From an optimization exercise on the open Yosys and OpenROAD flow, aimed at small area, a short achievable clock period and few clock cycles per item; shortcuts taken in it are not production practice.
At most, simulation tests tie the RTL to the original design; equivalence was not proved.
No activity file was given, so power comes from the tool's default toggle rates.

Design MyDesign, start of the top module:
module MyDesign (
  input   wire dut_run,
  output  wire dut_busy,
  input   wire reset_b,
  input   wire clk,
  output wire        input_sram_write_enable,
  output wire [11:0] input_sram_write_addresss,
  output wire [15:0] input_sram_write_data,
  output reg  [11:0] input_sram_read_address,
  input  wire [15:0] input_sram_read_data,
  output wire        output_sram_write_enable,
  output reg  [11:0] output_sram_write_addresss,
  output wire [15:0] output_sram_write_data,
  output wire [11:0] output_sram_read_address,
  input  wire [15:0] output_sram_read_data,
  output wire        scratchpad_sram_write_enable,
  output wire [11:0] scratchpad_sram_write_addresss,
  output wire [15:0] scratchpad_sram_write_data,
  output wire [11:0] scratchpad_sram_read_address,
  input  wire [15:0] scratchpad_sram_read_data,
  output wire        weights_sram_write_enable,
  output wire [11:0] weights_sram_write_addresss,
  output wire [15:0] weights_sram_write_data,
  output wire [11:0] weights_sram_read_address,
  input  wire [15:0] weights_sram_read_data
);
  assign input_sram_write_enable   = 1'b0;
  assign input_sram_write_addresss = 12'd0;
  assign input_sram_write_data     = 16'd0;
  reg        busy;
  reg        av;                  
  reg  [2:0] wcnt;                
  reg  [3:0] endsr;               
  wire       start = dut_run & ~busy;
  reg        pv, ph;
  reg  [5:0] pr;
  reg  [4:0] pj;
  reg  [6:0] nreg;
  wire [4:0] cmask = {nreg[6], |nreg[6:5], |nreg[6:4], |nreg[6:3], |nreg[6:2]};
  wire [5:0] rmask = {nreg[6], |nreg[6:5], |nreg[6:4], |nreg[6:3], |nreg[6:2], |nreg[6:1]};
  wire       lastcol = (pj == cmask);
  wire       lastrow = (pr == rmask);
  reg  [15:0] XR, XRp, XA, XAp, XB, XBp;
  reg         xv, xh, xlast, xn4;
  reg  [5:0]  xr;
  reg  [4:0]  xj;
  wire        endd = xh & (&XR);
  reg  [6:0]  wra;                
  reg  [4:0]  jA, jB, jC, jD;     
  always @(posedge clk) begin
    if (!reset_b) begin
      busy  <= 1'b0;
      av    <= 1'b0;
      pv    <= 1'b0;
  ...
Size in the first run: roughly 560 flip-flops.
==> flow/config.mk <==
export PLATFORM = sky130hd
export DESIGN_NAME = MyDesign
export DESIGN_NICKNAME = MyDesign
export VERILOG_FILES = /design/flow/design.v
export SDC_FILE = /design/flow/constraint.sdc
export NUM_CORES = 4
export LEC_CHECK = 0
export CAP_MARGIN = 85
export CORE_MARGIN = 2
export CORE_UTILIZATION = 40
export SLEW_MARGIN = 85
export SYNTH_HIERARCHICAL = 1
==> flow/constraint.sdc <==
create_clock -name core_clock -period 12.0 [get_ports {clk}]
set_input_delay 2.4000 -clock core_clock [delete_from_list [all_inputs] [get_ports {clk}]]
set_output_delay 2.4000 -clock core_clock [all_outputs]
set_load 0.01 [all_outputs]
run.sh (not shown) runs the stock make flow with config.mk's settings and CLKGATE_MAP_FILE= SYNTH_SCRIPT=/design/flow/synth_recipe.tcl, a recipe that flattens the netlist after the stock synthesis.
The first run went through all stages and came out clean.
==> next run, changes <==
Settings changed: CAP_MARGIN 85 to 20, SLEW_MARGIN 85 to 20.
After rerunning: Final cell count is lower by 9.2%; global-route usage decreases by 0.52 points; synthesized cell count is unchanged; worst hold slack degrades by 0.0085 ns; critical path depth falls by 6; via count fell by about 6%; utilization goes down by 3.4 points; worst setup slack improves by 0.82 ns; non-clock buffer count goes down by 575; power decreases by 4.0%.
==> next run, changes <==
Settings changed: CAP_MARGIN 20 to 70, CORE_UTILIZATION 40 to 60, SLEW_MARGIN 20 to 70.
First-iteration DRC count is higher by 9.9%.
Sequential power shrinks by about 1%.
Design area came out higher by 0.66%.
Function was not checked in any run of this note: the RTL went through the layout flow alone.

---

MyDesign, a different RTL version from the one above (not shown whole).
For scale: roughly 4300 cells after synthesis, roughly 230 I/O pins, roughly 0.052 mm² of cells after synthesis.
==> flow/config.mk <==
export PLATFORM = sky130hd
export DESIGN_NAME = MyDesign
export DESIGN_NICKNAME = MyDesign
export VERILOG_FILES = /design/flow/design.v
export SDC_FILE = /design/flow/constraint.sdc
export NUM_CORES = 4
export LEC_CHECK = 0
export CAP_MARGIN = 40
export CORE_MARGIN = 2
export CORE_UTILIZATION = 85
export CTS_CLUSTER_DIAMETER = 150
export CTS_CLUSTER_SIZE = 25
export SLEW_MARGIN = 40
export SYNTH_HIERARCHICAL = 1
==> flow/constraint.sdc <==
create_clock -name core_clock -period 12.0 [get_ports {clk}]
set_input_delay 2.4000 -clock core_clock [delete_from_list [all_inputs] [get_ports {clk}]]
set_output_delay 2.4000 -clock core_clock [all_outputs]
set_load 0.01 [all_outputs]
standard.sh (not shown) runs the stock make flow with config.mk's settings and CLKGATE_MAP_FILE= SYNTH_SCRIPT=/design/flow/synth_recipe.tcl, a recipe that flattens the netlist after the stock synthesis.
==> flow/flow/run.sh <==
#!/bin/bash
# The standard layout (the standard.sh, standard synthesis unchanged), with
# the port buffers inserted by buffer_ports made from buf_2 cells instead of
# the default choice. Each tool's output goes to ORFS's own logs under orfs/;
# this script's output goes to run_flow.log.
set -euo pipefail
export BUFFER_PORTS_ARGS="-buffer_cell sky130_fd_sc_hd__buf_2"
bash standard.sh > run_flow.log 2>&1
Testbench counts at the start, summed over its fixed seeds: cycles 36,684, items 15,932.
Edit:
- CAP_MARGIN: 40 -> 50
- CORE_UTILIZATION: 85 -> 80
- SLEW_MARGIN: 40 -> 50
After rerunning:
- via count decreases by a few percent
- clock-buffer cell count stays the same
- design area is higher slightly
- routed wire length shrinks by a few percent
- clock power hardly moves
- synthesized area is unchanged
- die area increases by a few percent
- synthesized cell count does not change
- fmax went up slightly

---

MyDesign, a different RTL version from the one above (not shown whole).
Size: ~4400 cells after synthesis, roughly 680 flip-flops, ~230 I/O pins, ~52000 um2 of cells after synthesis.
Settings: LEC_CHECK=0, CAP_MARGIN=50, CORE_MARGIN=2, CORE_UTILIZATION=80, CTS_CLUSTER_DIAMETER=150, CTS_CLUSTER_SIZE=25, SLEW_MARGIN=50, SYNTH_HIERARCHICAL=1; clock period 12.0 ns.
run.sh (not shown) runs the stock make flow with config.mk's settings and CLKGATE_MAP_FILE= SYNTH_SCRIPT=/design/flow/synth_recipe.tcl, a recipe that flattens the netlist after the stock synthesis.
Stock flow here: none of the scripts above is used.
Testbench counts at the start, summed over its fixed seeds: cycles 36,652, items 15,932.
Change:
==> flow/flow/run.sh (new file) <==
#!/bin/bash
# The standard layout (the standard.sh, standard synthesis unchanged), with
# the port buffers inserted by buffer_ports made from buf_2 cells instead of
# the default choice. Each tool's output goes to ORFS's own logs under orfs/;
# this script's output goes to run_flow.log.
set -euo pipefail
export BUFFER_PORTS_ARGS="-buffer_cell sky130_fd_sc_hd__buf_2"
bash standard.sh > run_flow.log 2>&1
==> flow/standard.sh (new file) <==
#!/bin/bash
# synth_recipe.tcl (not shown) runs the flow's synth.tcl, then flattens the netlist and writes it again
# the make line also repeats each setting of config.mk as NAME=value (left out here)
make -C /OpenROAD-flow-scripts/flow DESIGN_CONFIG=/design/flow/config.mk WORK_HOME=/design/flow/orfs CLKGATE_MAP_FILE= SYNTH_SCRIPT=/design/flow/synth_recipe.tcl "${@:-finish}"
removed: flow/run.sh
The changed run completed with no timing, DRC or antenna violations.
Register-to-register slack loses 20 ps.
Die area stays the same.
Sequential power stays flat.
Total power fell by about 0.6%.
Via count fell by 1.3%.
Final area fell by 1.2%.

---

sierra:
MyDesign, a different RTL version from the one above (not shown whole).
Size: ~4400 cells after synthesis, ~670 flip-flops, roughly 52000 µm² of cells after synthesis.
// MyDesign
module MyDesign (
  input   wire dut_run,
  output  wire dut_busy,
  input   wire reset_b,
  input   wire clk,
  output wire        input_sram_write_enable,
  output wire [11:0] input_sram_write_addresss,
  output wire [15:0] input_sram_write_data,
  output reg  [11:0] input_sram_read_address,
  input  wire [15:0] input_sram_read_data,
  output wire        output_sram_write_enable,
  output reg  [11:0] output_sram_write_addresss,
  output wire [15:0] output_sram_write_data,
  output wire [11:0] output_sram_read_address,
  input  wire [15:0] output_sram_read_data,
  output wire        scratchpad_sram_write_enable,
  output wire [11:0] scratchpad_sram_write_addresss,
  output wire [15:0] scratchpad_sram_write_data,
  output wire [11:0] scratchpad_sram_read_address,
  input  wire [15:0] scratchpad_sram_read_data,
  output wire        weights_sram_write_enable,
  output wire [11:0] weights_sram_write_addresss,
  output wire [15:0] weights_sram_write_data,
  output wire [11:0] weights_sram_read_address,
  input  wire [15:0] weights_sram_read_data
);
  assign input_sram_write_enable   = 1'b0;
  assign input_sram_write_addresss = 12'd0;
  assign input_sram_write_data     = 16'd0;
  reg        busy;                
  reg        run;                 
  ...
==> flow/config.mk <==
export PLATFORM = sky130hd
export DESIGN_NAME = MyDesign
export DESIGN_NICKNAME = MyDesign
export VERILOG_FILES = /design/flow/design.v
export SDC_FILE = /design/flow/constraint.sdc
export NUM_CORES = 4
export LEC_CHECK = 0
export ABC_CLOCK_PERIOD_IN_PS = 3000
export CAP_MARGIN = 50
export CORE_MARGIN = 2
export CORE_UTILIZATION = 80
export CTS_CLUSTER_DIAMETER = 150
export CTS_CLUSTER_SIZE = 25
export SLEW_MARGIN = 50
export SYNTH_HIERARCHICAL = 1
==> flow/constraint.sdc <==
create_clock -name core_clock -period 12.0 [get_ports {clk}]
set_input_delay 2.4000 -clock core_clock [delete_from_list [all_inputs] [get_ports {clk}]]
set_output_delay 2.4000 -clock core_clock [all_outputs]
set_load 0.01 [all_outputs]
standard.sh (not shown) runs the stock make flow with config.mk's settings and CLKGATE_MAP_FILE= SYNTH_SCRIPT=/design/flow/synth_recipe.tcl, a recipe that flattens the netlist after the stock synthesis.
==> flow/flow/run.sh <==
#!/bin/bash
# The standard layout (the standard.sh, standard synthesis unchanged), with
# the port buffers inserted by buffer_ports made from buf_2 cells instead of
# the default choice. Each tool's output goes to ORFS's own logs under orfs/;
# this script's output goes to run_flow.log.
set -euo pipefail
export BUFFER_PORTS_ARGS="-buffer_cell sky130_fd_sc_hd__buf_2"
bash standard.sh > run_flow.log 2>&1
sierra: full flow OK, the timing, design-rule and antenna checks passed
Testbench counts of sierra, summed over its fixed seeds: cycles 36,652, items 15,932.
The inputs of fjord differ from those of sierra as listed below.
Settings: removing ABC_CLOCK_PERIOD_IN_PS (formerly 3000).
Results
- Initial antenna violation count: fjord vs sierra identical
- sierra and fjord ended up with roughly the same number of hold buffers added after CTS.
- Diff sierra..fjord | distinct cell type count after synthesis | unchanged
- Overall power consumption: fjord vs sierra identical
- Reported for fjord and sierra, final cell utilization of the core turned out identical to the last digit.
- As far as storage element area is concerned, fjord and sierra perform about the same.
- As far as cell count along the critical path goes, sierra and fjord are indistinguishable; the numbers are identical.
- As far as number of detailed-route iterations in the first pass goes, sierra and fjord are indistinguishable; the numbers are identical.
- Post-layout instance count excluding filler cells came out exactly the same in fjord and sierra.
Inputs modified between fjord and violet:
Settings: swapping 50 for 40 in CAP_MARGIN; swapping 80 for 85 in CORE_UTILIZATION; swapping 50 for 40 in SLEW_MARGIN.
Results
violet: global routing usage summed across all routing layers is 3.3 points higher than what fjord reported. Total non-filler cell area in the finished layout: violet vs fjord down 490 µm². Die area | violet < fjord. Compared with fjord, violet is the more power-hungry design. Of the two candidates, fjord has the better first-pass GRT wire length and violet the worse one. On setup slack, fjord beats violet. violet against fjord: met1 usage in global routing grew by 3.0 points, core region area shrank by 6.0%, fraction of area in registers grew by 0.22 points. Via count of the first global-routing pass was higher in the run labelled violet. Relative to fjord, non-clock buffer count has gone down in violet.

[separate check: timing with driven ports]
How much do the figures lean on ideal ports? The routed layouts below were timed once more, with nothing changed but the port constraints. Step 1 assumes that a clkbuf_16 drives the clock port and a buf_2 every other input. Step 2 moves the port delays by t, midway between the first and last clock arrival at a register: inputs arrive t later, outputs are due t later. That takes back most of the time a late clock gives input paths. a / b / c = no drivers / after step 1 / after step 2; a / b = the first two.
| run | t, ns | setup WS [ns] | pins driven straight from the clock port |
|---|---|---|---|
| the first run of note 1 | 0.740 | 6.012 / 6.012 / 6.012 | 1 |
| the second run of note 1 | 0.728 | 6.828 / 6.828 / 6.828 | 1 |
| the third run of note 1 | 0.724 | 7.275 / 7.275 / 7.275 | 1 |
| the first run of note 2 | 0.733 | 8.199 / 8.199 / 8.199 | 1 |
| the second run of note 2 | 0.728 | 8.219 / 8.219 / 8.219 | 1 |
| the first run of note 3 | 0.718 | 7.987 / 7.921 / 8.279 | 1 |
| the second run of note 3 | 0.712 | 8.265 / 8.265 / 8.265 | 1 |
| sierra | 0.718 | 8.143 / 8.143 / 8.143 | 1 |
| fjord | 0.718 | 8.143 / 8.143 / 8.143 | 1 |
| violet | 0.706 | 8.089 / 8.089 / 8.089 | 1 |
After both steps setup and hold are still met in every run listed.
